What follows belongs to an exercise in optimizing a design on an open flow for small area; a production flow would make more cautious choices.
In this exercise RTL edits were held to simulation tests only and were not proved equivalent to the original.
Power figures rest on the tool's default switching activity, not on a simulated workload.

### flow/run.sh
#!/bin/bash
# Own flow: the standard layout, except that synthesis maps the logic
# for area (see synth.tcl) and the port buffers are the smallest buffers.  Each tool's output goes
# to a log file of its own in this folder.
set -euo pipefail
WORK=$(pwd)
export OWN_ABC_SCRIPT="$WORK/flow/abc_area.script"

# synthesis: the standard synthesis script with the ABC script swapped
make -C "$FLOW_HOME" DESIGN_CONFIG="$WORK/config.mk" WORK_HOME="$WORK/orfs" \
    CLKGATE_MAP_FILE= SYNTH_SCRIPT="$WORK/flow/synth.tcl" synth > "$WORK/own_synth.log" 2>&1

# floorplan to the final layout: the standard flow, which reuses the
# synthesised netlist above.  Every input and output port still gets a
# buffer, but the smallest buffer cell rather than the default choice.
bash "$WORK/standard.sh" "BUFFER_PORTS_ARGS=-buffer_cell sky130_fd_sc_hd__buf_1" finish \
    > "$WORK/standard_finish.log" 2>&1
### standard.sh
#!/bin/bash
# synth_recipe.tcl (not shown) runs the flow's synth.tcl, then flattens the netlist and writes it again
# the make line also repeats each setting of config.mk as NAME=value (left out here)
make -C /OpenROAD-flow-scripts/flow DESIGN_CONFIG=/design/flow/config.mk WORK_HOME=/design/flow/orfs CLKGATE_MAP_FILE= SYNTH_SCRIPT=/design/flow/synth_recipe.tcl "${@:-finish}"
### config.mk
export PLATFORM = sky130hd
export DESIGN_NAME = platformer_top
export DESIGN_NICKNAME = platformer_top
export VERILOG_FILES = /design/flow/design.v
export SDC_FILE = /design/flow/constraint.sdc
export NUM_CORES = 4
export LEC_CHECK = 0
export CAP_MARGIN = 20
export CORE_MARGIN = 2
export CORE_UTILIZATION = 40
export CTS_BUF_LIST = sky130_fd_sc_hd__clkbuf_8
export CTS_CLUSTER_DIAMETER = 200
export CTS_CLUSTER_SIZE = 40
export SLEW_MARGIN = 20
### flow/synth.tcl
# The standard synthesis (synth_recipe.tcl), with two changes to how the
# combinational logic is mapped:
#  - extract_fa extracts full adders only, not half adders: half-adder
#    extraction also grabs XOR/AND pairs out of decoders and comparisons,
#    which ABC then cannot optimise;
#  - ABC maps with the area-oriented script in flow/abc_area.script instead
#    of ORFS's speed script (which also buffers and upsizes for timing).
# Everything before, and so every register, its name and its cell, is the
# standard synthesis's.
proc synth {args} { yosys synth -nofsm -noshare {*}$args }
proc abc {args} {
  set i [lsearch $args -script]
  if {$i >= 0} {
    set args [lreplace $args [expr {$i + 1}] [expr {$i + 1}] $::env(OWN_ABC_SCRIPT)]
  }
  yosys abc {*}$args
}
proc extract_fa {args} { yosys extract_fa -fa {*}$args }
source $::env(SCRIPTS_DIR)/synth.tcl
# left out here: clear keep_hierarchy, flatten, clean up, hide names made inside functions, write 1_2_yosys.v
### constraint.sdc
create_clock -name core_clock -period 20.0 [get_ports {CLOCK_50}]
set_input_delay 4.0000 -clock core_clock [delete_from_list [all_inputs] [get_ports {CLOCK_50}]]
set_output_delay 4.0000 -clock core_clock [all_outputs]
set_load 0.01 [all_outputs]
### flow/abc_area.script
&get -n
&st
&dc2
&dch -f
&nf -R 1000
&st
&dc2
&dch -f
&nf -R 1000
&st
&dc2
&dch -f
&nf -R 1000
&st
&dc2
&dch -f
&nf -R 1000
&st
&dc2
&dch -f
&nf -R 1000
&put
### design.v
module vga_driver(
    input            clk,
    input            rst,
    input            vga_clk,
    output reg [9:0] xPixel,
    output reg [9:0] yPixel,
    output           hsync,
    output           vsync,
    output           active_pixels
);
    function ge;
        input [9:0] a, b;
        integer i;
        reg r;
        begin
            r = 1'b1;
            for (i = 0; i < 10; i = i + 1)
                r = (a[i] & ~b[i]) | (~(a[i] ^ b[i]) & r);
            ge = r;
        end
    endfunction
    function [9:0] inc10;
        input [9:0] a;
        input       c;
        integer i;
        reg k;
        begin
            k = c;
            for (i = 0; i < 10; i = i + 1) begin
                inc10[i] = a[i] ^ k;
                k = a[i] & k;
            end
        end
    endfunction
    wire x_wrap = vga_clk && (xPixel == 10'd799);
    wire y_wrap = x_wrap && (yPixel == 10'd524);
    assign hsync = ~(ge(xPixel, 10'd655) && !ge(xPixel, 10'd751));
    assign vsync = ~(yPixel == 10'd489 || yPixel == 10'd490);
    assign active_pixels = !ge(xPixel, 10'd640) && !ge(yPixel, 10'd480);
    always @(posedge clk or negedge rst) begin
        if (!rst) begin
            xPixel <= 10'd0;
            yPixel <= 10'd0;
        end else begin
            xPixel <= inc10(xPixel, vga_clk) & {10{~x_wrap}};
            yPixel <= inc10(yPixel, x_wrap) & {10{~y_wrap}};
        end
    end
endmodule
module platform_collision (
    input  wire [9:0] player_x,
    input  wire [9:0] player_y,
    input  wire       level,
    input  wire [9:0] lava_top,       
    input  wire       lava_on,        
    input  wire       hit_lava_wall,
    output wire       on_ground,
    output wire [9:0] land_y,         
    output wire       hit_ceiling,
    output wire       hit_left_wall,
    output wire       hit_right_wall,
    output wire       at_goal_region,
    output wire       in_lava
);
    function ge;
        input [9:0] a, b;
        integer i;
        reg r;
        begin
            r = 1'b1;
            for (i = 0; i < 10; i = i + 1)
                r = (a[i] & ~b[i]) | (~(a[i] ^ b[i]) & r);
            ge = r;
        end
    endfunction
    function inr;
        input [9:0] v, lo, hi;
        begin
            inr = ge(v, lo) && ge(hi, v);
        end
    endfunction
    wire [9:0] x = player_x;
    wire [9:0] y = player_y;
    function gei;
        input [9:0] x;
        input integer t;
        begin
            if (t <= 0)
                gei = 1'b1;
            else if (t >= 1024)
                gei = 1'b0;
            else
                gei = ge(x, t);
        end
    endfunction
    function [4:0] plat;  
        input [9:0] x, y;
        input integer ox0, ox1, lw0, lw1, rw0, rw1, ytop, ybot, ceil;
        reg ox, oy;
        begin
            ox = gei(x, ox0) && !gei(x, ox1);
            oy = inr(y, ytop - 16, ybot);
            plat[4] = ox && inr(y, ytop - 16, ytop - 8);
            plat[3] = (ceil != 0) && ox && inr(y, ybot - 12, ybot);
            plat[2] = oy && gei(x, lw0) && !gei(x, lw1);
            plat[1] = oy && gei(x, rw0) && !gei(x, rw1);
            plat[0] = ox;
        end
    endfunction
    wire [4:0] a0  = plat(x, y,   0,   60,   58,   60,   0,   0, 360, 380, 0);   
    wire [4:0] a1  = plat(x, y,  76,  272,  268,  272,  76,  80, 360, 380, 0);   
    wire [4:0] a2  = plat(x, y, 116,  202,  200,  202, 116, 118, 295, 310, 1);   
    wire [4:0] a3  = plat(x, y, 160,  212,  208,  212, 160, 164, 240, 255, 1);   
    wire [4:0] a4  = plat(x, y, 226,  272,  268,  272, 226, 228, 220, 380, 0);   
    wire [4:0] a5  = plat(x, y, 316,  382,  380,  382, 316, 320, 360, 380, 0);   
    wire [4:0] a6  = plat(x, y, 364,  430,  428,  430, 364, 368, 295, 310, 1);   
    wire [4:0] a7  = plat(x, y, 332,  382,  380,  382, 332, 334, 230, 245, 1);   
    wire [4:0] a8  = plat(x, y, 356,  430,  428,  430, 356, 358, 165, 180, 1);   
    wire [4:0] a9  = plat(x, y, 460,  550,  548,  550, 460, 464, 190, 240, 1);   
    wire [4:0] a10 = plat(x, y, 526, 1024, 1024, 1024, 526, 528, 360, 380, 0);   
    wire [4:0] b0  = plat(x, y,   0,  100,   96,  100,   0,   0, 400, 511, 0);   
    wire [4:0] b1  = plat(x, y, 184,  300,  298,  300, 184, 188, 400, 511, 0);   
    wire [4:0] b2  = plat(x, y, 384,  502,  500,  502, 384, 388, 400, 511, 0);   
    wire [4:0] b3  = plat(x, y, 536, 1024, 1024, 1024, 536, 538, 400, 511, 0);   
    wire [4:0] b4  = plat(x, y, 106,  180,  178,  180, 106, 108, 370, 385, 1);   
    wire [4:0] b5  = plat(x, y, 334,  400,  396,  400, 334, 336, 350, 365, 1);   
    wire [4:0] oa = a0 | a1 | a2 | a3 | a4 | a5 | a6 | a7 | a8 | a9 | a10;
    wire [4:0] ob = b0 | b1 | b2 | b3 | b4 | b5;
    wire [4:0] o  = level ? ob : oa;
    assign on_ground      = o[4];
    assign hit_ceiling    = o[3];
    assign hit_left_wall  = o[2];
    assign hit_right_wall = o[1];
    reg [9:0] ly;
    always @(*) begin
        ly = 10'd0;
        if (!level) begin
            if (inr(y, 344, 352)) ly = ly | 10'd344;
            if (inr(y, 279, 287)) ly = ly | 10'd279;
            if (inr(y, 224, 232)) ly = ly | 10'd224;
            if (inr(y, 204, 212)) ly = ly | 10'd204;
            if (inr(y, 214, 222)) ly = ly | 10'd214;
            if (inr(y, 149, 157)) ly = ly | 10'd149;
            if (inr(y, 174, 182)) ly = ly | 10'd174;
        end else begin
            if (inr(y, 384, 392)) ly = ly | 10'd384;
            if (inr(y, 354, 362)) ly = ly | 10'd354;
            if (inr(y, 334, 342)) ly = ly | 10'd334;
        end
    end
    assign land_y = ly;
    assign at_goal_region = level ? (!ge(x, 10'd60) && inr(y, 379, 400))
                                  : (ge(x, 10'd564) && inr(y, 339, 360));
    function [5:0] inc6;
        input [5:0] a;
        integer i;
        reg c;
        begin
            c = 1'b1;
            for (i = 0; i < 6; i = i + 1) begin
                inc6[i] = a[i] ^ c;
                c = a[i] & c;
            end
        end
    endfunction
    wire [9:0] feet = {inc6(y[9:4]), y[3:0]};
    wire rising_lava_hit = lava_on && ge(x, 10'd256) && !ge(x, 10'd310) &&
                           ge(feet, lava_top);
    wire in_water = ge(y, 10'd384) &&
                    ((ge(x, 10'd100) && !ge(x, 10'd184)) || (ge(x, 10'd300) && !ge(x, 10'd384)) || (ge(x, 10'd502) && !ge(x, 10'd536)));
    assign in_lava = level ? in_water
                           : ((ge(y, 10'd364) && !on_ground) || rising_lava_hit || hit_lava_wall);
endmodule
module player_physics (
    input  wire       clk,
    input  wire       rst,
    input  wire       game_tick,
    input  wire       freeze,
    input  wire       move_left,
    input  wire       move_right,
    input  wire       jump,
    input  wire       on_ground,
    input  wire [9:0] land_y,
    input  wire       hit_ceiling,
    input  wire       hit_left_wall,
    input  wire       hit_right_wall,
    output reg  [9:0] player_x,
    output wire [9:0] player_y,
    output reg        jump_landed_pulse
);
    function ge;
        input [9:0] a, b;
        integer i;
        reg r;
        begin
            r = 1'b1;
            for (i = 0; i < 10; i = i + 1)
                r = (a[i] & ~b[i]) | (~(a[i] ^ b[i]) & r);
            ge = r;
        end
    endfunction
    function [9:0] add10;
        input [9:0] a, b;
        integer i;
        reg c;
        begin
            c = 1'b0;
            for (i = 0; i < 10; i = i + 1) begin
                add10[i] = a[i] ^ b[i] ^ c;
                c = (a[i] & b[i]) | (c & (a[i] ^ b[i]));
            end
        end
    endfunction
    reg [8:0] py;
    assign player_y = {1'b0, py};
    reg [4:0] vy;           
    reg       was_in_air;
    wire run      = game_tick && !freeze;
    wire go_left  = move_left && !move_right && !hit_left_wall && ge(player_x, 10'd4);
    wire go_right = move_right && !move_left && !hit_right_wall && !ge(player_x, 10'd622);
    wire [9:0] x_step = (run && go_left) ? 10'h3FD : (run && go_right) ? 10'd3 : 10'd0;
    wire       jumping = jump && on_ground;
    wire       landing = on_ground && !jumping;
    wire [4:0] vy_inc  = {vy[4] ^ (&vy[3:0]), vy[3] ^ (&vy[2:0]), vy[2] ^ (&vy[1:0]), vy[1] ^ vy[0], ~vy[0]};
    wire [4:0] vy_fall = (vy_inc == 5'd9) ? 5'd8 : vy_inc;
    wire       stop_up = !on_ground && hit_ceiling && vy_fall[4];
    wire [4:0] dy      = jumping ? 5'b10101 : vy_fall;    
    wire       y_moves = run && !landing && !stop_up;
    wire [9:0] y_move  = add10(player_y, y_moves ? {{5{dy[4]}}, dy} : 10'd0);
    always @(posedge clk or negedge rst) begin
        if (!rst) begin
            player_x          <= 10'd20;
            py                <= 9'd344;
            vy                <= 5'd0;
            was_in_air        <= 1'b0;
            jump_landed_pulse <= 1'b0;
        end else begin
            player_x <= add10(player_x, x_step);
            py       <= (run && landing) ? land_y[8:0] : y_move[8:0];
            if (game_tick) begin
                jump_landed_pulse <= run && landing && was_in_air;
                if (!freeze) begin
                    vy <= y_moves ? dy : 5'd0;
                    if (jumping)
                        was_in_air <= 1'b1;
                    else if (landing)
                        was_in_air <= 1'b0;
                end
            end
        end
    end
endmodule
module lava_controller (
    input  wire       lava_en,        
    input  wire [9:0] lava_top,
    input  wire       lava_rise,
    output wire [9:0] lava_top_next,
    output wire       lava_turn       
);
    function ge;
        input [9:0] a, b;
        integer i;
        reg r;
        begin
            r = 1'b1;
            for (i = 0; i < 10; i = i + 1)
                r = (a[i] & ~b[i]) | (~(a[i] ^ b[i]) & r);
            ge = r;
        end
    endfunction
    function [9:0] addc;
        input [9:0] a, b;
        input       cin;
        integer i;
        reg c;
        begin
            c = cin;
            for (i = 0; i < 10; i = i + 1) begin
                addc[i] = a[i] ^ b[i] ^ c;
                c = (a[i] & b[i]) | (c & (a[i] ^ b[i]));
            end
        end
    endfunction
    wire lava_end = lava_rise ? !ge(lava_top, 10'd104) : !ge(10'd477, lava_top);
    wire [9:0] lava_step = addc(lava_top, lava_en ? (lava_rise ? 10'h3FD : 10'd3) : 10'd0, 1'b0);
    assign lava_turn     = lava_en && lava_end;
    assign lava_top_next = lava_turn ? (lava_rise ? 10'd100 : 10'd480) : lava_step;
endmodule
module enemy_controller (
    input  wire       clk,
    input  wire       rst,
    input  wire       game_tick,
    input  wire       freeze,
    input  wire       game_win,
    input  wire       level,
    input  wire [9:0] player_x,
    input  wire [9:0] player_y,
    input  wire       any_input,
    output wire [9:0] wall_or_enemy_x,   
    output wire [9:0] lava_top,          
    output wire [9:0] proj0_x,      
    output reg  [9:0] proj1_x,
    output reg  [9:0] proj2_x,      
    output wire       proj0_active,
    output wire       proj1_active,
    output wire       proj2_active,
    output reg  [5:0] q3,           
    output wire       hit_enemy,
    output wire       near_lava_wall   
);
    function ge;
        input [9:0] a, b;
        integer i;
        reg r;
        begin
            r = 1'b1;
            for (i = 0; i < 10; i = i + 1)
                r = (a[i] & ~b[i]) | (~(a[i] ^ b[i]) & r);
            ge = r;
        end
    endfunction
    function inr;
        input [9:0] v, lo, hi;
        begin
            inr = ge(v, lo) && ge(hi, v);
        end
    endfunction
    function [10:0] addc;
        input [9:0] a, b;
        input       cin;
        integer i;
        reg c;
        begin
            c = cin;
            for (i = 0; i < 10; i = i + 1) begin
                addc[i] = a[i] ^ b[i] ^ c;
                c = (a[i] & b[i]) | (c & (a[i] ^ b[i]));
            end
            addc[10] = c;
        end
    endfunction
    reg [9:0] r;        
    reg       dir_left;   
    reg [1:0] fired;    
    wire run     = game_tick && !freeze;
    wire run2    = run && level;
    wire clear   = game_tick && !level;
    wire begin2  = game_tick && !level && game_win;    
    wire waiting = &r[9:7];
    wire w_step  = (r != 10'd630) && ((r != 10'd902) || any_input);
    wire at_end  = dir_left ? !ge(r, 10'd123) : ge(r, 10'd562);
    wire [9:0] r_delta = level ? ((run && !at_end) ? (dir_left ? 10'h3FD : 10'd3) : 10'd0)
                               : {9'd0, run && w_step};
    wire [9:0] r_next  = addc(r, r_delta, 1'b0);
    assign wall_or_enemy_x = waiting ? 10'd0 : r;
    wire fire = (q3 == 6'd60);
    assign proj0_active = (fired != 2'd0);
    assign proj1_active = fired[1];
    assign proj2_active = (fired == 2'd3) && !ge({4'd0, q3}, 10'd40);
    wire [10:0] q3_sum  = addc({4'd0, q3}, 10'd3, 1'b0);
    reg  [9:0] p0;      
    assign lava_top = p0;
    assign proj0_x  = p0;
    wire [9:0] lava_top_next;
    wire       lava_turn;
    lava_controller lava (
        .lava_en      (run && !level),
        .lava_top     (p0),
        .lava_rise    (dir_left),
        .lava_top_next(lava_top_next),
        .lava_turn    (lava_turn)
    );
    always @(posedge clk or negedge rst) begin
        if (!rst) begin
            r        <= 10'd902;
            dir_left <= 1'b1;
            p0       <= 10'd480;
            q3       <= 6'd0;
            fired    <= 2'd0;
        end else begin
            r <= begin2 ? 10'd120 : r_next;
            if (begin2)
                dir_left <= 1'b0;
            else if (level ? (run2 && at_end) : lava_turn)
                dir_left <= !dir_left;
            if (!level)
                p0 <= lava_top_next;
            else if (run2 && fire)
                p0 <= r;
            if (clear || (run2 && fire))
                q3 <= 6'd0;
            else if (run2)
                q3 <= q3_sum[5:0];
            if (clear)
                fired <= 2'd0;
            else if (run2 && fire && fired != 2'd3)
                fired <= {fired[1] | fired[0], ~fired[0]};
        end
    end
    always @(posedge clk) begin
        if (run2 && fire) begin
            proj2_x <= proj1_x;
            proj1_x <= p0;
        end
    end
    wire [9:0] npx = ~player_x;
    wire [9:0] npy = ~player_y;
    wire [10:0] nu = addc({3'd0, q3, 1'b0}, npy, 1'b0);    
    wire yh0 = inr(nu[9:0], 10'd876, 10'd902);    
    wire yh1 = inr(nu[9:0], 10'd750, 10'd776);    
    wire yh2 = inr(nu[9:0], 10'd624, 10'd650);    
    wire [9:0] pxs = yh0 ? proj0_x : (yh1 ? proj1_x : proj2_x);
    wire [10:0] n2 = addc(pxs, npx, 1'b0);     
    wire proj_hit = ((yh0 && proj0_active) || (yh1 && proj1_active) || (yh2 && proj2_active)) &&
                    (ge(10'd8, n2[9:0]) || ge(n2[9:0], 10'd1013));
    wire [10:0] n1 = addc(wall_or_enemy_x, npx, 1'b0);
    wire enemy_overlap = (ge(10'd14, n1[9:0]) || ge(n1[9:0], 10'd1008)) &&
                         ge(player_y, 10'd105) && ge(10'd135, player_y);
    assign near_lava_wall = n1[10] || ge(n1[9:0], 10'd1013);
    assign hit_enemy = level && (enemy_overlap || proj_hit);
endmodule
module vga_driver_memory (
    input  wire [9:0] x,
    input  wire [9:0] y,
    input  wire [9:0] player_x,
    input  wire [9:0] player_y,
    input  wire [9:0] lava_top,      
    input  wire       game_over,
    input  wire       game_win,
    input  wire       level,
    input  wire [9:0] wall_or_enemy_x,    
    input  wire [9:0] proj0_x,
    input  wire [9:0] proj1_x,
    input  wire [9:0] proj2_x,
    input  wire       proj0_active,
    input  wire       proj1_active,
    input  wire       proj2_active,
    input  wire [5:0] q3,
    output wire [7:0] VGA_R,
    output wire [7:0] VGA_G,
    output wire [7:0] VGA_B
);
    function ge;
        input [9:0] a, b;
        integer i;
        reg r;
        begin
            r = 1'b1;
            for (i = 0; i < 10; i = i + 1)
                r = (a[i] & ~b[i]) | (~(a[i] ^ b[i]) & r);
            ge = r;
        end
    endfunction
    function inr;
        input [9:0] v, lo, hi;
        begin
            inr = ge(v, lo) && ge(hi, v);
        end
    endfunction
    function [9:0] addc;
        input [9:0] a, b;
        input       cin;
        integer i;
        reg c;
        begin
            c = cin;
            for (i = 0; i < 10; i = i + 1) begin
                addc[i] = a[i] ^ b[i] ^ c;
                c = (a[i] & b[i]) | (c & (a[i] ^ b[i]));
            end
        end
    endfunction
    localparam LIGHT_GRAY      = 24'hC0C0C0;
    localparam DARK_GRAY       = 24'h505050;
    localparam LAVA_RED        = 24'hFF4500;
    localparam GOLD            = 24'hFFD700;
    localparam PLAYER_COLOR    = 24'h0000FF;
    localparam LAVA_WALL_COLOR = 24'hFF6600;
    localparam BROWN           = 24'h964B00;
    localparam GRASS_GREEN     = 24'h3CB043;
    localparam WATER_BLUE      = 24'h00AFFF;
    localparam ENEMY_COLOR     = 24'hFF00FF;
    localparam PROJ_COLOR      = 24'hFFFFFF;
    wire [9:0] nx = ~x;
    wire [9:0] ny = ~y;
    wire [9:0] npx = addc(player_x, nx, 1'b0);    
    wire [9:0] npy = addc(player_y, ny, 1'b0);    
    wire in_player = (&npx[9:4]) && (&npy[9:4]);
    wire [3:0] sx = ~npx[3:0];
    wire [3:0] sy = ~npy[3:0];
    wire [2:0] h = sx[3] ? ~sx[2:0] : sx[2:0];
    reg figure;
    always @(*) begin
        case (sy)
            4'd0, 4'd1, 4'd2, 4'd3, 4'd4, 4'd5:
                     figure = (h == 3'd5) || (h == 3'd6) || (h == 3'd7);
            4'd9:    figure = (h == 3'd6) || (h == 3'd7);
            4'd10:   figure = (h == 3'd5) || (h == 3'd7);
            4'd11:   figure = (h == 3'd4) || (h == 3'd7);
            4'd12:   figure = (h == 3'd3) || (h == 3'd7);
            4'd14:   figure = (h == 3'd6);
            4'd15:   figure = (h == 3'd5);
            default: figure = (h == 3'd7);    
        endcase
    end
    wire [9:0] nqy = addc({3'd0, q3, 1'b0}, ny, 1'b0);    
    wire row0 = inr(nqy, 10'd876, 10'd887);
    wire row1 = inr(nqy, 10'd750, 10'd761);
    wire row2 = inr(nqy, 10'd624, 10'd635);
    wire erow = inr(y, 10'd120, 10'd135);
    wire [9:0] ob = (!level || erow) ? wall_or_enemy_x :
                    row0 ? proj0_x :
                    row1 ? proj1_x : proj2_x;
    wire [9:0] nob = addc(ob, nx, 1'b0);          
    wire in_wall  = ge(nob, 10'd1014);
    wire in_enemy = erow && (&nob[9:4]);
    wire in_proj  = ((row0 && proj0_active) || (row1 && proj1_active) || (row2 && proj2_active)) &&
                    inr(nob, 10'd1013, 10'd1017);
    localparam C_LIGHT = 4'd0, C_DARK = 4'd1, C_LAVA = 4'd2, C_GOLD = 4'd3,
               C_PLAYER = 4'd4, C_WALL = 4'd5, C_BROWN = 4'd6, C_GRASS = 4'd7,
               C_WATER = 4'd8, C_ENEMY = 4'd9, C_PROJ = 4'd10;
    reg [3:0] c;
    always @(*) begin
        c = C_LIGHT;
        if (!ge(y, 10'd75)) c = C_DARK;
        if (!level) begin
            if (ge(y, 10'd380)) c = C_LAVA;
            if (inr(x, 10'd270, 10'd309) && ge(y, lava_top)) c = C_LAVA;
            if ((inr(x,   0,  60) && inr(y, 360, 380)) ||
                (inr(x,  90, 270) && inr(y, 360, 380)) ||
                (inr(x, 130, 200) && inr(y, 295, 310)) ||
                (inr(x, 175, 210) && inr(y, 240, 255)) ||
                (inr(x, 240, 270) && inr(y, 220, 380)) ||
                (inr(x, 330, 380) && inr(y, 360, 380)) ||
                (inr(x, 380, 430) && inr(y, 295, 310)) ||
                (inr(x, 345, 380) && inr(y, 230, 245)) ||
                (inr(x, 370, 430) && inr(y, 165, 180)) ||
                (inr(x, 475, 550) && inr(y, 190, 240)) ||
                (ge(x, 540)       && inr(y, 360, 380)))
                c = C_DARK;
            if (inr(x, 580, 630) && inr(y, 355, 360)) c = C_GOLD;
            if (in_wall) c = C_WALL;
        end else begin
            if (ge(y, 400))
                c = (inr(x, 101, 199) || inr(x, 301, 399) || inr(x, 501, 549)) ? C_WATER : C_GRASS;
            if ((inr(x, 120, 180) && inr(y, 370, 385)) ||
                (inr(x, 350, 400) && inr(y, 350, 365)))
                c = C_BROWN;
            if (in_enemy) c = C_ENEMY;
            if (in_proj) c = C_PROJ;
            if (inr(x, 10, 60) && inr(y, 395, 400)) c = C_GOLD;
        end
        if (in_player && figure) c = C_PLAYER;
    end
    reg [23:0] p;
    always @(*) begin
        case (c)
            C_LIGHT: p = 24'hC0C0C0;
            C_DARK: p = 24'h505050;
            C_LAVA: p = 24'hFF4500;
            C_GOLD: p = 24'hFFD700;
            C_PLAYER: p = 24'h0000FF;
            C_WALL: p = 24'hFF6600;
            C_BROWN: p = 24'h964B00;
            C_GRASS: p = 24'h3CB043;
            C_WATER: p = 24'h00AFFF;
            C_ENEMY: p = 24'hFF00FF;
            C_PROJ: p = 24'hFFFFFF;
            default: p = 24'bx;
        endcase
    end
    wire [23:0] t = game_over ? {p[23:16] | 8'h60, 1'b0, p[15:9], 1'b0, p[7:1]} :
                    game_win  ? (p | 24'h302000) : p;
    assign VGA_R = t[23:16];
    assign VGA_G = t[15:8];
    assign VGA_B = t[7:0];
endmodule
module platformer_top (
    input        CLOCK_50,
    input  [3:0] KEY,
    input  [9:0] SW,
    output [9:0] LEDR,
    output [6:0] HEX0,
    output [6:0] HEX1,
    output [6:0] HEX2,
    output [6:0] HEX3,
    output       VGA_BLANK_N,
    output [7:0] VGA_R,
    output [7:0] VGA_G,
    output [7:0] VGA_B,
    output       VGA_CLK,
    output       VGA_HS,
    output       VGA_VS,
    output       VGA_SYNC_N
);
    wire clk = CLOCK_50;
    wire rst = SW[0];
    function ge;
        input [9:0] a, b;
        integer i;
        reg r;
        begin
            r = 1'b1;
            for (i = 0; i < 10; i = i + 1)
                r = (a[i] & ~b[i]) | (~(a[i] ^ b[i]) & r);
            ge = r;
        end
    endfunction
    function [15:0] inc16;
        input [15:0] a;
        input        c;
        integer i;
        reg k;
        begin
            k = c;
            for (i = 0; i < 16; i = i + 1) begin
                inc16[i] = a[i] ^ k;
                k = a[i] & k;
            end
        end
    endfunction
    function [9:0] addc;
        input [9:0] a, b;
        input       cin;
        integer i;
        reg c;
        begin
            c = cin;
            for (i = 0; i < 10; i = i + 1) begin
                addc[i] = a[i] ^ b[i] ^ c;
                c = (a[i] & b[i]) | (c & (a[i] ^ b[i]));
            end
        end
    endfunction
    reg [9:0] tick_lfsr;
    reg       game_tick;
    reg       vga_clk;
    wire tick_fb = tick_lfsr[9] ^ tick_lfsr[6] ^ (tick_lfsr[8:0] == 9'd0);
    always @(posedge clk or negedge rst) begin
        if (!rst) begin
            tick_lfsr <= 10'd0;
            game_tick <= 1'b0;
            vga_clk   <= 1'b0;
        end else begin
            tick_lfsr <= {tick_lfsr[8:0], tick_fb};
            game_tick <= (tick_lfsr == 10'd512);
            vga_clk   <= ~vga_clk;
        end
    end
    assign VGA_CLK    = vga_clk;
    assign VGA_SYNC_N = 1'b1;
    wire [9:0] x;
    wire [9:0] y;
    wire       active_pixels;
    vga_driver the_vga (
        .clk          (clk),
        .rst          (rst),
        .vga_clk      (vga_clk),
        .xPixel       (x),
        .yPixel       (y),
        .hsync        (VGA_HS),
        .vsync        (VGA_VS),
        .active_pixels(active_pixels)
    );
    assign VGA_BLANK_N = active_pixels;
    wire move_right = ~KEY[0];
    wire jump       = ~KEY[1];
    wire move_left  = ~KEY[2];
    wire any_input  = move_right | jump | move_left;
    wire level_skip = SW[1];
    reg game_over;
    reg game_win;
    reg level;            
    wire freeze = game_over | game_win;
    reg [15:0] score;
    wire [9:0] lava_top;    
    wire [9:0] player_x;
    wire [9:0] player_y;
    wire       on_ground;
    wire [9:0] land_y;
    wire       hit_ceiling;
    wire       hit_left_wall;
    wire       hit_right_wall;
    wire       at_goal_region;
    wire       in_lava;
    wire       hit_lava_wall;
    wire       hit_enemy;
    wire       jump_landed_pulse;
    wire       near_lava_wall;
    platform_collision collision (
        .player_x      (player_x),
        .player_y      (player_y),
        .level         (level),
        .lava_top      (lava_top),
        .lava_on       (lava_top != 10'd480),
        .hit_lava_wall (hit_lava_wall),
        .on_ground     (on_ground),
        .land_y        (land_y),
        .hit_ceiling   (hit_ceiling),
        .hit_left_wall (hit_left_wall),
        .hit_right_wall(hit_right_wall),
        .at_goal_region(at_goal_region),
        .in_lava       (in_lava)
    );
    wire run = game_tick && !freeze;
    reg hit_lava_wall_r;
    assign hit_lava_wall = hit_lava_wall_r;
    always @(posedge clk or negedge rst) begin
        if (!rst) begin
            game_over       <= 1'b0;
            game_win        <= 1'b0;
            level           <= 1'b0;
            score           <= 16'd0;
            hit_lava_wall_r <= 1'b0;
        end else begin
            score <= inc16(score, run && jump_landed_pulse);
            if (game_tick) begin
                hit_lava_wall_r <= near_lava_wall;
                if (!freeze) begin
                    if (in_lava || hit_enemy)
                        game_over <= 1'b1;
                    else if (at_goal_region || level_skip)
                        game_win <= 1'b1;
                end else if (game_win && !level) begin
                    game_win <= 1'b0;
                    level    <= 1'b1;
                end
            end
        end
    end
    player_physics player (
        .clk              (clk),
        .rst              (rst),
        .game_tick        (game_tick),
        .freeze           (freeze),
        .move_left        (move_left),
        .move_right       (move_right),
        .jump             (jump),
        .on_ground        (on_ground),
        .land_y           (land_y),
        .hit_ceiling      (hit_ceiling),
        .hit_left_wall    (hit_left_wall),
        .hit_right_wall   (hit_right_wall),
        .player_x         (player_x),
        .player_y         (player_y),
        .jump_landed_pulse(jump_landed_pulse)
    );
    wire [9:0] wall_or_enemy_x;
    wire [9:0] proj0_x, proj1_x, proj2_x;
    wire       proj0_active, proj1_active, proj2_active;
    wire [5:0] q3;
    enemy_controller enemy_ctrl (
        .clk         (clk),
        .rst         (rst),
        .game_tick   (game_tick),
        .freeze      (freeze),
        .game_win    (game_win),
        .lava_top    (lava_top),
        .level       (level),
        .player_x    (player_x),
        .player_y    (player_y),
        .any_input   (any_input),
        .wall_or_enemy_x(wall_or_enemy_x),
        .proj0_x     (proj0_x),
        .proj1_x     (proj1_x),
        .proj2_x     (proj2_x),
        .proj0_active(proj0_active),
        .proj1_active(proj1_active),
        .proj2_active(proj2_active),
        .q3          (q3),
        .hit_enemy   (hit_enemy),
        .near_lava_wall(near_lava_wall)
    );
    vga_driver_memory the_renderer (
        .x           (x),
        .y           (y),
        .player_x    (player_x),
        .player_y    (player_y),
        .lava_top    (lava_top),
        .game_over   (game_over),
        .game_win    (game_win),
        .level       (level),
        .wall_or_enemy_x(wall_or_enemy_x),
        .proj0_x     (proj0_x),
        .proj1_x     (proj1_x),
        .proj2_x     (proj2_x),
        .proj0_active(proj0_active),
        .proj1_active(proj1_active),
        .proj2_active(proj2_active),
        .q3          (q3),
        .VGA_R       (VGA_R),
        .VGA_G       (VGA_G),
        .VGA_B       (VGA_B)
    );
    function [6:0] seg7;
        input [3:0] d;
        begin
            case (d)
                4'h0: seg7 = 7'b1000000;
                4'h1: seg7 = 7'b1111001;
                4'h2: seg7 = 7'b0100100;
                4'h3: seg7 = 7'b0110000;
                4'h4: seg7 = 7'b0011001;
                4'h5: seg7 = 7'b0010010;
                4'h6: seg7 = 7'b0000010;
                4'h7: seg7 = 7'b1111000;
                4'h8: seg7 = 7'b0000000;
                4'h9: seg7 = 7'b0010000;
                4'hA: seg7 = 7'b0001000;
                4'hB: seg7 = 7'b0000011;
                4'hC: seg7 = 7'b1000110;
                4'hD: seg7 = 7'b0100001;
                4'hE: seg7 = 7'b0000110;
                default: seg7 = 7'b0001110;
            endcase
        end
    endfunction
    assign HEX0 = seg7(score[3:0]);
    assign HEX1 = seg7(score[7:4]);
    assign HEX2 = seg7(score[11:8]);
    assign HEX3 = seg7(score[15:12]);
    assign LEDR = player_x;
endmodule
==> summary.txt, run 1 <==
Status
  – Status: finished clean

Route
  – Final WL: 37.6 mm
  – Iteration-0 DRC Markers: 1578
  – Total number of vias: 11700
  – Average via count per standard cell: 6.14
  – DR pass1 iterations: 6
  – Count of antenna-violating nets left after detailed routing: 0
  – Wire per inst: 19.8 microns
  – DRC Markers: 0

Power
  – Pwr Density: 40.6 nW/um^2
  – Pleak: 0.00476 uW
  – Worst VDD drop: 0.0322 mV

Yosys
  – Fraction of registers with async set/reset: 84.3%
  – Post-synth EDFFs: 20
  – Seq/Total Area, Yosys: 28.8%
  – Post-Syn Area per Cell: 8.17 sq um
  – Synth Cell Area: 11500 sq um
  – Synth Flop Type: dfrtp_1
  – Synthesis Warnings: 7
  – Largest area contributor in the netlist: dfrtp_1
  – Synthesized flop and latch total: 127
  – Unique masters post-synth: 63
  – Share of the synthesized area in the top cell type: 19.9%
  – Synth top area cells: dfrtp_1, fa_1, nor2_1, nand2_1, edfxtp_1
  – Mapped Nets: 1500
  – Mapped Cells: 1403

Die
  – Io pins: 82
  – Die Wd: 173 microns
  – Die ar.: 30000 sq um
  – Row cnt: 61
  – Initial core utilization: 40.9%
  – Die Y: 173 microns
  – Core area: 28000 sq um

Final layout
  – Post-route insts no fill: 1899
  – Share of layout cells above drive strength 1: 4.40%
  – Area Overhead vs Synth: 11.3%
  – Most frequent cells in the layout: nor2_1, nand2_1, a21oi_1, o21ai_0, dfrtp_1
  – NumNets Final: 1605
  – Commonest non-fill, non-tap cell in the layout: nor2_1
  – # diodes: 0

Clocking
  – Cts bufs inserted: 17
  – Setup Fix Bufs, Post-CTS: 0
  – CTS tree: built
  – CTS sink count: 127
  – Worst-Skew Late Latency: 0.49 ns
  – Clock slew at reported path FFs: 0.09 ns
  – Clock buffer depth: 2
  – H-tree Lvls: 4
  – Hold buffers post-CTS: 0
  – Clock Tree Root: clkbuf_8
  – Cts repair resizes: 0

Critical path
  – Cells on worst reg2reg path: 31
  – Worst-path maximum fanout: 20
  – Worst reg2reg startpoint: player.py[1]
  – Worst R2R End: game_win
  – WS Path Type: flop to output port
  – Critical path capture point type: output port
  – Worst path arrival time: 12.29 ns
  – Cell mode on critical path: fa_1
  – CP top delay family: adder cells
  – CP Launch Type: flop
  – Critical path's slowest cell: nand4b_1
  – Worst Setup SP: the_vga.yPixel[2]
  – FF-to-FF setup slack: 10.65 ns
  – Worst path bufs/invs: 5
  – Critical Path RT: 16.00 ns
  – Slowest stage delay, CP: 0.85 ns

Global route
  – Global route total overflow: 0
  – Overall Global Routing Usage: 25.2%
  – Initial antenna violation count: 0
  – First-pass GRT wire length: 60.3 mm
  – Vias in the first global route: 11000
  – Largest net degree at the start of global routing: 56

Worst hold path
  – HP Class: flop to flop
  – End of the worst hold path: tick_lfsr[5]
  – Hold Crit Start: tick_lfsr[4]
  – Worst Hold Depth: 0

Timing
  – Period utilisation layout: 81.5%
  – Final Skew: 0.0141 ns
  – Final setup viols: 0
  – RSZ-0062 raised after global routing: no
  – Setup TNS: 0 ns
  – Max-Slew Margin vs Limit: 35.3%
  – Max Freq: 0.0614 GHz
  – Final Slew Violations: 0
  – Tmin final: 16.29 ns
  – Worst-Margin Slew: 0.965 ns
  – Final Hold Viols: 0

Placement
  – Placer Congestion: 0.985
  – PortBufs: 71
  – Placed cells: 1867
  – Dpl hpwl: 27.8 mm

Flow run
  – Max-Cap Viols: 0
[per-layer routing]
layer | GRT usage, % | share of wire [%] | vias to the layer above
met4 | 9.25 | 3.1 | 0
met1 | 35.3 | 43 | 5577
met5 | 0 | 0 | -
met3 | 3.60 | 7.8 | 96
li1 | - | - | 5381
met2 | 39.7 | 46 | 607
[synth_stat cells (18+ instances only)]
cell      instances
nor2_1          190
nand2_1         166
a21oi_1         114
o21ai_0         105
dfrtp_1          91
clkinv_1         83
fa_1             82
nor3_1           57
nand3_1          52
xnor2_1          38
nand4_1          26
a31oi_1          25
nor4_1           24
a211oi_1         23
mux2i_1          22
edfxtp_1         20
nor2b_1          19
o22ai_1          18
[logic make-up (layout without fill, tap and decap cells)]
logic type | Yosys count | count (layout) | synth area share (%)
AOI/OAI and AO/OA | 411 | 411 | 22.5
xor gates and xnor gates | 55 | 55 | 4.20
adders and majority gates | 85 | 85 | 14.6
buffers and inverters | 84 | 202 | 2.78
DFF | 127 | 127 | 28.8
muxes | 22 | 22 | 1.92
other | 1 | 1 | 0.0327
and+or+nand+nor | 618 | 618 | 25.2
[worst reg2reg max path: cells and delay by family (launching register included)]
kind / cells / cell delay (ns)
DFF: 1 / 0.62
adders and majority gates: 13 / 4.89
and+or+nand+nor: 7 / 1.60
muxes: 1 / 0.25
AOI/OAI and AO/OA: 6 / 1.22
buffers and inverters: 4 / 0.65
[registers in the layout, summed over array words and instances (netlist names), 2 cells and up]
name	count
enemy_ctrl.fired	2
enemy_ctrl.p0	10
enemy_ctrl.proj1_x	10
enemy_ctrl.proj2_x	10
enemy_ctrl.q3	6
enemy_ctrl.r	10
player.player_x	10
player.py	9
player.vy	5
score	16
the_vga.xPixel	10
the_vga.yPixel	10
tick_lfsr	10
[worst max-delay path by stage]
stage,end,slack [ns],cells past startpoint
finish,VGA_B[6],3.71,36
global route,VGA_B[6],2.83,36
CTS,VGA_B[6],3.76,36
detailed placement,VGA_B[6],4.32,36
global placement,VGA_B[6],4.52,36
floorplan,VGA_R[5],4.97,31
[final cells by class]
class                      instances  area (sq um)
fill                            2813         15300
multi-input combinational       1192          7860
sequential                       127          3300
tap                              378           473
timing repair buffer              87           390
inverter                          83           312
clock buffer                      17           234
clock inverter                    15           189
[power breakdown]
| group | internal (uW) | switching (uW) |
|---|---|---|
| Clock | 117 | 133 |
| Sequential | 262 | 0 |
| Combinational | 0.474 | 4.97 |
| Total | 379 | 138 |
[metrics by stage]
| stage | total power (uW) | util, % | worst slack, ns | hold WS [ns] | instance area, sq um |
|---|---|---|---|---|---|
| after floorplan | 267 | - | 4.97 | 0.354 | 11500 |
| after global placement | 273 | 44.0 | 4.52 | 0.362 | 12300 |
| after detailed placement | 273 | 44.0 | 4.32 | 0.362 | 12300 |
| after CTS | 524 | 45.5 | 3.76 | 0.383 | 12800 |
| after global routing | 535 | 45.5 | 2.83 | 0.400 | 12800 |
| final | 518 | 45.5 | 3.71 | 0.382 | 12800 |
==> run 2, diff against run 1 <==
--- a/config.mk
+++ b/config.mk
@@ -9,6 +9,7 @@
 export CORE_MARGIN = 2
 export CORE_UTILIZATION = 40
 export CTS_BUF_LIST = sky130_fd_sc_hd__clkbuf_8
-export CTS_CLUSTER_DIAMETER = 200
-export CTS_CLUSTER_SIZE = 40
+export CTS_CLUSTER_DIAMETER = 250
+export CTS_CLUSTER_SIZE = 60
+export GPL_TIMING_DRIVEN = 0
 export SLEW_MARGIN = 20
==> run 2 against run 1 <==
Effect of this change: still clean on timing, DRC and antenna; clock power down 8%; combinational power rose by 28%; critical path depth unchanged; maximum frequency is 0.61% higher; critical path type unchanged.
==> summary.txt, run 2 <==
Route
  – Count of antenna-violating nets left after detailed routing: 0 (unchanged)
  – DRC Markers: 0 (unchanged)
  – Total number of vias: 11500 (was 11700)
  – Average via count per standard cell: 6.09 (was 6.14)
  – Final WL: 37.4 mm (was 37.6 mm)
  – Wire per inst: 19.8 microns (about the same)
  – Iteration-0 DRC Markers: 1065 (was 1578)
  – DR pass1 iterations: 8 (was 6)

Critical path
  – Critical Path RT: 16.00 ns (about the same)
  – Critical path capture point type: output port (unchanged)
  – Slowest stage delay, CP: 0.82 ns (was 0.85 ns)
  – Critical path's slowest cell: nand4b_1 (unchanged)
  – Worst R2R End: game_win (unchanged)
  – Cells on worst reg2reg path: 32 (was 31)
  – WS Path Type: flop to output port (unchanged)
  – Crit path capture: VGA_B[5] (was VGA_B[6])
  – CP Launch Type: flop (unchanged)
  – Worst reg2reg startpoint: player.py[1] (unchanged)
  – Worst path arrival time: 12.19 ns (was 12.29 ns)
  – Cell mode on critical path: fa_1 (unchanged)
  – FF-to-FF setup slack: 10.58 ns (was 10.65 ns)
  – Worst Setup SP: the_vga.yPixel[2] (unchanged)
  – Worst-path maximum fanout: 20 (unchanged)

Final layout
  – Max FFs per register: 16 (unchanged)
  – Most frequent cells in the layout: nor2_1, nand2_1, a21oi_1, o21ai_0, dfrtp_1 (unchanged)
  – Share of layout cells above drive strength 1: 4.35% (was 4.40%)
  – Area Overhead vs Synth: 11.0% (was 11.3%)
  – Biggest register: score (unchanged)
  – Util after Layout: 45.4% (was 45.5%)
  – Commonest non-fill, non-tap cell in the layout: nor2_1 (unchanged)
  – NumNets Final: 1600 (was 1605)
  – # diodes: 0 (unchanged)

Die
  – Die ar.: 30000 sq um (unchanged)
  – Die Y: 173 microns (unchanged)
  – Io pins: 82 (unchanged)
  – Row cnt: 61 (unchanged)
  – Initial core utilization: 40.9% (unchanged)
  – Core area: 28000 sq um (unchanged)
  – Die Wd: 173 microns (unchanged)

Timing
  – Final setup viols: 0 (unchanged)
  – Final Slew Violations: 0 (unchanged)
  – Final Hold Viols: 0 (unchanged)
  – Max Freq: 0.0618 GHz (was 0.0614 GHz)
  – Tmin final: 16.19 ns (was 16.29 ns)
  – Final worst slack: 3.81 ns (was 3.71 ns)
  – Period utilisation layout: 81.0% (was 81.5%)
  – Final hold slack: 0.386 ns (was 0.382 ns)
  – Max-Slew Margin vs Limit: 36.8% (was 35.3%)
  – Setup TNS: 0 ns (unchanged)
  – Final Skew: 0.0230 ns (was 0.0141 ns)
  – Worst-Margin Slew: 0.947 ns (was 0.965 ns)
  – RSZ-0062 raised after global routing: no (unchanged)

Worst hold path
  – HP Class: flop to flop (unchanged)

Global route
  – Largest net degree at the start of global routing: 33 (was 56)
  – Vias in the first global route: 10900 (was 11000)
  – Overall Global Routing Usage: 25.2% (about the same)
  – Initial antenna violation count: 0 (unchanged)
  – Global route total overflow: 0 (unchanged)
  – First-pass GRT wire length: 60.1 mm (was 60.3 mm)

Yosys
  – Most frequent cell after synthesis: nor2_1 (unchanged)
  – Fraction of registers with async set/reset: 84.3% (unchanged)
  – Post-Syn Area per Cell: 8.17 sq um (unchanged)
  – Synthesized flop and latch total: 127 (unchanged)
  – Synthesis Warnings: 7 (unchanged)
  – Mapped Cells: 1403 (unchanged)
  – Largest area contributor in the netlist: dfrtp_1 (unchanged)
  – Synth Flop Type: dfrtp_1 (unchanged)
  – Most frequent cells after synthesis: nor2_1, nand2_1, a21oi_1 (unchanged)
  – Synth top area cells: dfrtp_1, fa_1, nor2_1, nand2_1, edfxtp_1 (unchanged)
  – Share of the synthesized area in the top cell type: 19.9% (unchanged)
  – Post-synth EDFFs: 20 (unchanged)
  – Mapped Nets: 1500 (unchanged)
  – Synth Cell Area: 11500 sq um (unchanged)
  – Seq/Total Area, Yosys: 28.8% (unchanged)
  – Unique masters post-synth: 63 (unchanged)

Clocking
  – CTS sink count: 127 (unchanged)
  – Setup Fix Bufs, Post-CTS: 0 (unchanged)
  – H-tree Lvls: 4 (unchanged)
  – Clock slew at reported path FFs: 0.09 ns (about the same)
  – Clock buffer depth: 2 (unchanged)
  – Clock Tree Root: clkbuf_8 (unchanged)
  – Worst-Skew Late Latency: 0.49 ns (about the same)
  – CTS tree: built (unchanged)
  – Cts repair resizes: 0 (unchanged)
  – Cts bufs inserted: 17 (unchanged)
  – Hold buffers post-CTS: 0 (unchanged)

Power
  – Pleak: 0.00473 uW (was 0.00476 uW)
  – Worst VDD drop: 0.0354 mV (was 0.0322 mV)
  – Pwr Density: 39.3 nW/um^2 (was 40.6 nW/um^2)

Status
  – Status: finished clean (unchanged)

Placement
  – Setup WS pre-CTS: 4.24 ns (was 4.32 ns)
  – Dpl hpwl: 27.9 mm (was 27.8 mm)
  – Placer Congestion: 0.950 (was 0.985)
  – PortBufs: 71 (unchanged)

Flow run
  – Max-Cap Viols: 0 (unchanged)
## run 2: cell families after synthesis
group	synth area share (%)
compound gates	22.5
xor+xnor	4.20
fa+ha+maj	14.6
buf+inv	2.78
flops	28.8
mux	1.92
other cells	0.0327
simple gates	25.2
## run 2: report_power, final
part | switching (uW) | internal [uW]
sequential | 0 | 262
clock | 137 | 94.0
combinational | 5.38 | 1.62
total | 143 | 357
## run 2: stage by stage
stage                     total power (uW)  cells  area (sq um)
final                                  500   1894         12700
after global placement                 273   1852         12200
after global routing                   518   1894         12700
after floorplan                        267   1403         11500
after CTS                              506   1894         12700
after detailed placement               274   1862         12300
## run 2: layout make-up
type	count	area, sq um
clock inverters	15	168
fillers	2843	15300
flip-flops and latches	127	3300
plain buffers	1	7.51
multi-input cells	1192	7860
well taps	378	473
clock buffers	17	234
repair buffers	81	369
inverters	83	312
## run 2: critical path: cells and delay by family, from the launching register on
kind,cells,cell delay [ns]
adder cells (fa/ha/maj),13,5.30
AND/OR/NAND/NOR,10,3.47
buffers and inverters,6,1.01
AO/OA/AOI/OAI,5,0.99
flip-flops,1,0.67
XOR/XNOR,2,0.27
## run 2: per-layer routing
metal | track usage [%] | part of all wire [%] | vias up
met2 | 40.1 | 46 | 530
met5 | 0 | 0 | -
li1 | - | - | 5376
met4 | 9.11 | 3.3 | 0
met1 | 34.6 | 44 | 5530
met3 | 4.25 | 6.8 | 94
## run 2: worst min path at each step
stage                       from           end  slack (ns)  depth (start not counted)
floorplan           tick_lfsr[3]  tick_lfsr[4]        0.35                          0
global placement    tick_lfsr[0]  tick_lfsr[1]        0.36                          0
detailed placement  tick_lfsr[3]  tick_lfsr[4]        0.36                          0
CTS                 tick_lfsr[5]  tick_lfsr[6]        0.39                          0
global route        tick_lfsr[0]  tick_lfsr[1]        0.40                          0
finish              tick_lfsr[7]  tick_lfsr[8]        0.39                          0
==> run 3, diff against run 2 <==
--- a/config.mk
+++ b/config.mk
@@ -7,7 +7,7 @@
 export LEC_CHECK = 0
 export CAP_MARGIN = 20
 export CORE_MARGIN = 2
-export CORE_UTILIZATION = 40
+export CORE_UTILIZATION = 65
 export CTS_BUF_LIST = sky130_fd_sc_hd__clkbuf_8
 export CTS_CLUSTER_DIAMETER = 250
 export CTS_CLUSTER_SIZE = 60
==> run 3 against run 2 <==
Effect of this change: still clean on timing, DRC and antenna; setup slack gained 0.090 ns; clock skew shrank 0.0049 ns; sequential cell count is the same; synthesized cell count is the same; register-to-register slack lost 0.29 ns; sequential share of layout area grew 0.41 points; total power shrank 0.71%; global-route usage grew 14 points; utilization grew 27 points.
==> summary.txt, run 3 <==
Yosys
  – Unique masters post-synth: 63 (unchanged)
  – Post-Syn Area per Cell: 8.17 sq um (unchanged)
  – Mapped Cells: 1403 (unchanged)
  – Synth top area cells: dfrtp_1, fa_1, nor2_1, nand2_1, edfxtp_1 (unchanged)
  – Synthesis Warnings: 7 (unchanged)
  – Largest area contributor in the netlist: dfrtp_1 (unchanged)
  – Post-synth EDFFs: 20 (unchanged)
  – Share of the synthesized area in the top cell type: 19.9% (unchanged)
  – Synth Flop Type: dfrtp_1 (unchanged)
  – Synth Cell Area: 11500 sq um (unchanged)
  – Most frequent cell after synthesis: nor2_1 (unchanged)
  – Most frequent cells after synthesis: nor2_1, nand2_1, a21oi_1 (unchanged)
  – Synthesized flop and latch total: 127 (unchanged)
  – Seq/Total Area, Yosys: 28.8% (unchanged)
  – Mapped Nets: 1500 (unchanged)
  – Fraction of registers with async set/reset: 84.3% (unchanged)

Clocking
  – CTS tree: built (unchanged)
  – Clock slew at reported path FFs: 0.10 ns (was 0.09 ns)
  – Clock buffer depth: 2 (unchanged)
  – Cts bufs inserted: 17 (unchanged)
  – Worst-Skew Late Latency: 0.48 ns (was 0.49 ns)
  – Hold buffers post-CTS: 0 (unchanged)
  – Setup Fix Bufs, Post-CTS: 0 (unchanged)
  – H-tree Lvls: 4 (unchanged)
  – Cts repair resizes: 0 (unchanged)
  – CTS sink count: 127 (unchanged)
  – Clock Tree Root: clkbuf_8 (unchanged)

Power
  – Clk pwr share: 45.9% (was 46.3%)
  – Pwr Density: 39.6 nW/um^2 (was 39.3 nW/um^2)
  – Net Sw Power: 139 uW (was 143 uW)
  – Combinational power share: 1.3% (was 1.4%)
  – Sequential share of power: 52.7% (was 52.3%)
  – Pleak: 0.00472 uW (was 0.00473 uW)
  – Worst VDD drop: 0.0440 mV (was 0.0354 mV)
  – Switching share of total power: 28.0% (was 28.5%)
  – Cell-internal power: 357 uW (about the same)

Timing
  – Max Freq: 0.0621 GHz (was 0.0618 GHz)
  – Period utilisation layout: 80.5% (was 81.0%)
  – Max-Slew Margin vs Limit: 30.8% (was 36.8%)
  – Setup TNS: 0 ns (unchanged)
  – RSZ-0062 raised after global routing: no (unchanged)
  – Worst-Margin Slew: 1.04 ns (was 0.947 ns)
  – Final Slew Violations: 0 (unchanged)
  – Final worst slack: 3.90 ns (was 3.81 ns)
  – Final Skew: 0.0181 ns (was 0.0230 ns)
  – Final setup viols: 0 (unchanged)
  – Tmin final: 16.10 ns (was 16.19 ns)
  – Final Hold Viols: 0 (unchanged)

Placement
  – Setup WS pre-CTS: 4.59 ns (was 4.24 ns)
  – Placer Congestion: 1.01 (was 0.950)
  – PortBufs: 71 (unchanged)
  – Dpl hpwl: 26.8 mm (was 27.9 mm)

Critical path
  – Worst Setup SP: the_vga.yPixel[2] (unchanged)
  – Worst path arrival time: 12.10 ns (was 12.19 ns)
  – Crit path capture: VGA_B[6] (was VGA_B[5])
  – WS Path Type: flop to output port (unchanged)
  – FF-to-FF setup slack: 10.29 ns (was 10.58 ns)
  – Cells on worst reg2reg path: 31 (was 32)
  – Critical Path RT: 16.00 ns (about the same)
  – Worst reg2reg startpoint: player.py[1] (unchanged)
  – Slowest stage delay, CP: 0.80 ns (was 0.82 ns)
  – Critical path's slowest cell: nand4b_1 (unchanged)
  – Critical path capture point type: output port (unchanged)
  – Cell mode on critical path: fa_1 (unchanged)
  – CP Launch Type: flop (unchanged)
  – Worst-path maximum fanout: 20 (unchanged)
  – Worst R2R End: game_win (unchanged)

Global route
  – Global route total overflow: 0 (unchanged)
  – Initial antenna violation count: 0 (unchanged)
  – First-pass GRT wire length: 56.8 mm (was 60.1 mm)
  – Overall Global Routing Usage: 39.2% (was 25.2%)
  – Vias in the first global route: 11200 (was 10900)
  – Largest net degree at the start of global routing: 35 (was 33)

Status
  – Status: finished clean (unchanged)

Route
  – Highest metal used: met4 (unchanged)
  – Average via count per standard cell: 6.92 (was 6.09)
  – DR pass1 iterations: 6 (was 8)
  – DR WL met3: 3.97 mm (was 2.54 mm)
  – Iteration-0 DRC Markers: 1527 (was 1065)
  – Final WL: 36.2 mm (was 37.4 mm)
  – Count of antenna-violating nets left after detailed routing: 0 (unchanged)
  – DR WL met2: 16.8 mm (was 17.2 mm)
  – Wire per inst: 20.8 microns (was 19.8 microns)
  – Total number of vias: 12000 (was 11500)
  – DRC Markers: 0 (unchanged)
  – Met1 wire length: 13.5 mm (was 16.5 mm)

Final layout
  – Max FFs per register: 16 (unchanged)
  – # diodes: 0 (unchanged)
  – Storage cell area: 3300 sq um (about the same)
  – Commonest non-fill, non-tap cell in the layout: nor2_1 (unchanged)
  – Share of layout cells above drive strength 1: 4.22% (was 4.35%)
  – Area Overhead vs Synth: 9.28% (was 11.0%)
  – Biggest register: score (unchanged)
  – NumNets Final: 1599 (was 1600)
  – Most frequent cells in the layout: nor2_1, nand2_1, a21oi_1, o21ai_0, dfrtp_1 (unchanged)
  – Fillers: 1337 (was 2843)
  – Multi-input gate area: 7860 sq um (unchanged)

Die
  – Row cnt: 48 (was 61)
  – Die Wd: 137 microns (was 173 microns)
  – Initial core utilization: 66.3% (was 40.9%)
  – Core area: 17300 sq um (was 28000 sq um)
  – Io pins: 82 (unchanged)
  – Die ar.: 18700 sq um (was 30000 sq um)
  – Die Y: 137 microns (was 173 microns)

Worst hold path
  – HP Class: flop to flop (unchanged)

Flow run
  – Max-Cap Viols: 0 (unchanged)
==> run 3: area by class of cell <==
cell class	instances	area share, %
clock inverter	15	1.33
inverter	83	2.49
multi-input combinational	1192	62.8
timing repair buffer	80	2.88
tap	225	2.25
clock buffer	17	1.87
buffer	1	0.0599
sequential	127	26.3
==> run 3: cells by family (layout without fill, tap and decap cells) <==
group	count (synthesis)	count (layout)	synth area share, %
flip-flops	127	127	28.8
buffers and inverters	84	196	2.78
AND/OR/NAND/NOR	618	618	25.2
other	1	1	0.0327
AO/OA/AOI/OAI	411	411	22.5
adder cells (fa/ha/maj)	85	85	14.6
XOR/XNOR	55	55	4.20
multiplexers	22	22	1.92
==> run 3: worst min path at each step <==
stage                     slack (ns)          from           end  cells past startpoint
after CTS                       0.39  tick_lfsr[0]  tick_lfsr[1]                      0
after detailed placement        0.36  tick_lfsr[3]  tick_lfsr[4]                      0
final                           0.39  tick_lfsr[5]  tick_lfsr[6]                      0
after global placement          0.36  tick_lfsr[0]  tick_lfsr[1]                      0
after global routing            0.39  tick_lfsr[4]  tick_lfsr[5]                      0
after floorplan                 0.35  tick_lfsr[3]  tick_lfsr[4]                      0
==> run 3: layer usage <==
metal	vias to the layer above	GRT usage, %
met3	190	8.70
met4	0	22.1
li1	5355	-
met2	845	62.1
met5	-	0
met1	5646	49.9
==> run 3: critical path, delay by kind of cell, from the launching register on <==
| family | cells | cell delay [ns] |
|---|---|---|
| compound gates | 7 | 1.34 |
| fa+ha+maj | 13 | 5.35 |
| buf+inv | 6 | 1.08 |
| simple gates | 10 | 2.81 |
| xor+xnor | 2 | 0.32 |
| flops | 1 | 0.71 |
==> run 3: power groups by stage <==
| stage | Sequential (uW) | Clock, uW | Combinational (uW) |
|---|---|---|---|
| after floorplan | 267 | 0 | 0.316 |
| after CTS | 262 | 228 | 6.96 |
| final | 262 | 228 | 6.67 |
| after detailed placement | 267 | 0 | 6.98 |
| after global placement | 267 | 0 | 5.26 |
| after global routing | 262 | 241 | 7.75 |
==> run 3: through the flow <==
| step | util [%] | hold WS, ns | cells | cell area [sq um] | power (uW) |
|---|---|---|---|---|---|
| after global placement | 69.4 | 0.358 | 1699 | 12000 | 272 |
| after global routing | 72.4 | 0.394 | 1740 | 12500 | 510 |
| after detailed placement | 70.1 | 0.360 | 1708 | 12100 | 274 |
| after CTS | 72.4 | 0.388 | 1740 | 12500 | 497 |
| after floorplan | - | 0.354 | 1403 | 11500 | 267 |
| final | 72.4 | 0.385 | 1740 | 12500 | 496 |
==> run 4, diff against run 3 <==
--- a/config.mk
+++ b/config.mk
@@ -7,9 +7,9 @@
 export LEC_CHECK = 0
 export CAP_MARGIN = 20
 export CORE_MARGIN = 2
-export CORE_UTILIZATION = 65
-export CTS_BUF_LIST = sky130_fd_sc_hd__clkbuf_8
-export CTS_CLUSTER_DIAMETER = 250
+export CORE_UTILIZATION = 40
+export CTS_BUF_LIST = sky130_fd_sc_hd__clkbuf_16
+export CTS_CLUSTER_DIAMETER = 300
 export CTS_CLUSTER_SIZE = 60
 export GPL_TIMING_DRIVEN = 0
 export SLEW_MARGIN = 20
==> run 4 against run 3 <==
Effect of this change: still clean; final area rose by 3.2%; combinational power grew 4.9%; clock power grew 38%; critical path depth shrank 2; clock skew shrank 0.0044 ns; setup slack worse by 0.15 ns; wire length rose by 3.7%; first-iteration DRC count shrank 28%; total power grew 18%; sequential share of layout area down 0.80 points; clock-buffer cell count did not move.
==> summary.txt, run 4 <==
Status
  – Status: finished clean (unchanged)

Yosys
  – Synth top area cells: dfrtp_1, fa_1, nor2_1, nand2_1, edfxtp_1 (unchanged)
  – Mux contribution to synthesized area: 1.92% (unchanged)
  – Seq/Total Area, Yosys: 28.8% (unchanged)
  – Post-Synth Adder-Cell Area: 14.6% (unchanged)
  – Synthesized flop and latch total: 127 (unchanged)
  – Synth Cell Area: 11500 sq um (unchanged)
  – Share of the synthesized area in the top cell type: 19.9% (unchanged)
  – Most frequent cell after synthesis: nor2_1 (unchanged)
  – Fraction of registers with async set/reset: 84.3% (unchanged)
  – Synth Area in XOR/XNOR: 4.20% (unchanged)
  – Synthesis Warnings: 7 (unchanged)
  – Mapped Nets: 1500 (unchanged)
  – Post-synth EDFFs: 20 (unchanged)
  – Post-Syn Area per Cell: 8.17 sq um (unchanged)
  – Compound-Gate Fraction of Synth Area: 22.5% (unchanged)
  – Most frequent cells after synthesis: nor2_1, nand2_1, a21oi_1 (unchanged)
  – Largest area contributor in the netlist: dfrtp_1 (unchanged)
  – Unique masters post-synth: 63 (unchanged)
  – Synth Flop Type: dfrtp_1 (unchanged)
  – Post-Synth Simple-Gate Area: 25.2% (unchanged)
  – Mapped Cells: 1403 (unchanged)
  – Combinational family with the most area after synthesis: simple AND/OR/NAND/NOR gates (unchanged)

Die
  – Initial core utilization: 40.9% (was 66.3%)
  – Die Wd: 173 microns (was 137 microns)
  – Row cnt: 61 (was 48)
  – Io pins: 82 (unchanged)
  – Core area: 28000 sq um (was 17300 sq um)
  – Die ar.: 30000 sq um (was 18700 sq um)
  – Die Y: 173 microns (was 137 microns)

Final layout
  – Final instance area: 12900 sq um (was 12500 sq um)
  – Max FFs per register: 16 (unchanged)
  – Commonest non-fill, non-tap cell in the layout: nor2_1 (unchanged)
  – Post-route insts no fill: 1895 (was 1740)
  – Fillers: 2819 (was 1337)
  – Area Overhead vs Synth: 12.7% (was 9.28%)
  – Share of layout cells above drive strength 1: 4.35% (was 4.22%)
  – Most frequent cells in the layout: nor2_1, nand2_1, a21oi_1, o21ai_0, dfrtp_1 (unchanged)
  – NumNets Final: 1600 (was 1599)
  – Biggest register: score (unchanged)

Power
  – Pleak: 0.00482 uW (was 0.00472 uW)
  – Worst VDD drop: 0.0571 mV (was 0.0440 mV)
  – Total power draw: 584 uW (was 496 uW)
  – Pwr Density: 45.2 nW/um^2 (was 39.6 nW/um^2)

Critical path
  – Critical path capture point type: output port (unchanged)
  – CP Launch Type: flop (unchanged)
  – Worst reg2reg startpoint: player.py[1] (unchanged)
  – Cell mode on critical path: fa_1 (unchanged)
  – Worst-path maximum fanout: 20 (unchanged)
  – Cells on worst reg2reg path: 31 (unchanged)
  – Critical path's slowest cell: nand4b_1 (unchanged)
  – Critical Path RT: 16.00 ns (about the same)
  – WS Path Type: flop to output port (unchanged)
  – Slowest stage delay, CP: 0.84 ns (was 0.80 ns)
  – Worst path arrival time: 12.25 ns (was 12.10 ns)
  – Worst Setup SP: the_vga.yPixel[2] (unchanged)

Timing
  – Period utilisation layout: 81.3% (was 80.5%)
  – RSZ-0062 raised after global routing: no (unchanged)
  – Worst-Margin Slew: 0.945 ns (was 1.04 ns)
  – Final hold slack: 0.378 ns (was 0.385 ns)
  – Final setup viols: 0 (unchanged)
  – Final Hold Viols: 0 (unchanged)
  – Tmin final: 16.25 ns (was 16.10 ns)
  – Max-Slew Margin vs Limit: 36.7% (was 30.8%)
  – Final Skew: 0.0136 ns (was 0.0181 ns)
  – Setup TNS: 0 ns (unchanged)
  – Max Freq: 0.0615 GHz (was 0.0621 GHz)
  – Final Slew Violations: 0 (unchanged)

Route
  – Average via count per standard cell: 6.11 (was 6.92)
  – DR pass1 iterations: 6 (unchanged)
  – Total number of vias: 11600 (was 12000)
  – DRC Markers: 0 (unchanged)
  – Count of antenna-violating nets left after detailed routing: 0 (unchanged)
  – Final WL: 37.6 mm (was 36.2 mm)
  – Iteration-0 DRC Markers: 1105 (was 1527)
  – Wire per inst: 19.8 microns (was 20.8 microns)

Worst hold path
  – HP Class: flop to flop (unchanged)
  – Worst Hold Depth: 0 (unchanged)
  – Hold Crit Start: tick_lfsr[7] (was tick_lfsr[5])

Flow run
  – Max-Cap Viols: 0 (unchanged)

Global route
  – Met2 usage in global routing: 40.4% (was 62.1%)
  – Grt met3 use: 3.93% (was 8.70%)
  – Initial antenna violation count: 0 (unchanged)
  – Global route total overflow: 0 (unchanged)
  – GRT met1 Usage: 34.5% (was 49.9%)
  – Vias in the first global route: 11000 (was 11200)
  – Largest net degree at the start of global routing: 33 (was 35)
  – GRT busiest layer: met2 (unchanged)
  – First-pass GRT wire length: 60.4 mm (was 56.8 mm)
  – Overall Global Routing Usage: 25.2% (was 39.2%)

Clocking
  – CTS sink count: 127 (unchanged)
  – CTS tree: built (unchanged)
  – Setup Fix Bufs, Post-CTS: 0 (unchanged)
  – Clock slew at reported path FFs: 0.07 ns (was 0.10 ns)
  – Clock Tree Root: clkbuf_16 (was clkbuf_8)
  – Worst-Skew Late Latency: 0.44 ns (was 0.48 ns)
  – Cts repair resizes: 0 (unchanged)
  – Cts bufs inserted: 17 (unchanged)
  – Clock buffer depth: 2 (unchanged)
  – H-tree Lvls: 4 (unchanged)
  – Hold buffers post-CTS: 0 (unchanged)

Placement
  – Placement Cell Area: 12300 sq um (was 12100 sq um)
  – PortBufs: 71 (unchanged)
  – Placed cells: 1862 (was 1708)
  – Dpl hpwl: 27.9 mm (was 26.8 mm)
  – Placer Congestion: 0.950 (was 1.01)
run 4: cell counts after synthesis:
No cell type changed its count.
run 4: report_power, final:
group          internal, uW  leakage, uW  total [uW]  switching [uW]
registers               262      0.00148         262               0
logic                  1.62      0.00306        7.00            5.38
clock network           167     0.000286         315             148
total                   431      0.00482         584             153
run 4: cell families (layout without fill, tap and decap cells):
logic type | Yosys count | in the layout
compound gates | 411 | 411
flops | 127 | 127
fa+ha+maj | 85 | 85
other cells | 1 | 2
mux | 22 | 22
simple gates | 618 | 618
buf+inv | 84 | 197
xor+xnor | 55 | 55
run 4: layer usage:
layer / routed length [microns] / share of wire, %
met4: 1030 / 2.7
met1: 16500 / 44
met3: 2510 / 6.7
met2: 17500 / 47
met5: 0 / 0
run 4: path summary, 6_finish.rpt:
kind	slack, ns	end
max in group asynchronous	15.31	enemy_ctrl.r[7]
min reg2reg	0.38	tick_lfsr[8]
max reg2reg	10.57	game_win
max	3.75	VGA_B[5]
min	0.38	tick_lfsr[8]
min in group asynchronous	3.56	vga_clk
run 4: per-stage QoR:
stage | util (%) | setup WS [ns]
after floorplan | - | 4.97
after global placement | 43.6 | 2.41
after detailed placement | 44.0 | 4.24
after CTS | 46.1 | 3.74
after global routing | 46.1 | 2.76
final | 46.1 | 3.75
run 4: layout make-up:
class	count	area [sq um]	share of cell area, %
timing repair buffer	81	369	2.86
sequential	127	3300	25.5
clock inverter	15	168	1.30
antenna	1	2.50	0.0194
tap	378	473	3.66
clock buffer	17	425	3.29
multi-input combinational	1192	7860	60.9
inverter	83	312	2.41
buffer	1	7.51	0.0581
run 4: critical path: cells and delay by family, from the launching register on:
kind                     cells  cell delay [ns]
AO/OA/AOI/OAI                5             0.98
XOR/XNOR                     2             0.28
adder cells (fa/ha/maj)     13             5.29
AND/OR/NAND/NOR             10             3.52
buffers and inverters        6             1.02
flip-flops                   1             0.67

## static timing again, ports no longer ideal
No port has a modelled driver above. Below, the same layouts with a new extraction and two added sets of constraints.
Step 1 assumes that a clkbuf_16 drives the clock port and a buf_2 every other input.
Step 2 adds t to the input delays and takes it off the output delays; t is the mean of the earliest and latest rising clock arrival at the registers after step 1. Input paths then give back, and output paths get back, about the clock's delay inside the block.
Slacks: ideal ports / drivers / drivers and shift; pairs: ideal ports / drivers.
run | t (ns) | setup WS [ns] | hold slack, ns
run 1 | 0.524 | 3.707 / 3.662 / 4.185 | 0.382 / 0.382 / 0.382
run 2 | 0.524 | 3.806 / 3.761 / 4.286 | 0.386 / 0.386 / 0.386
run 3 | 0.513 | 3.896 / 3.855 / 4.368 | 0.385 / 0.385 / 0.385
run 4 | 0.483 | 3.748 / 3.701 / 4.184 | 0.378 / 0.378 / 0.378
After both steps every run listed still meets setup and hold.
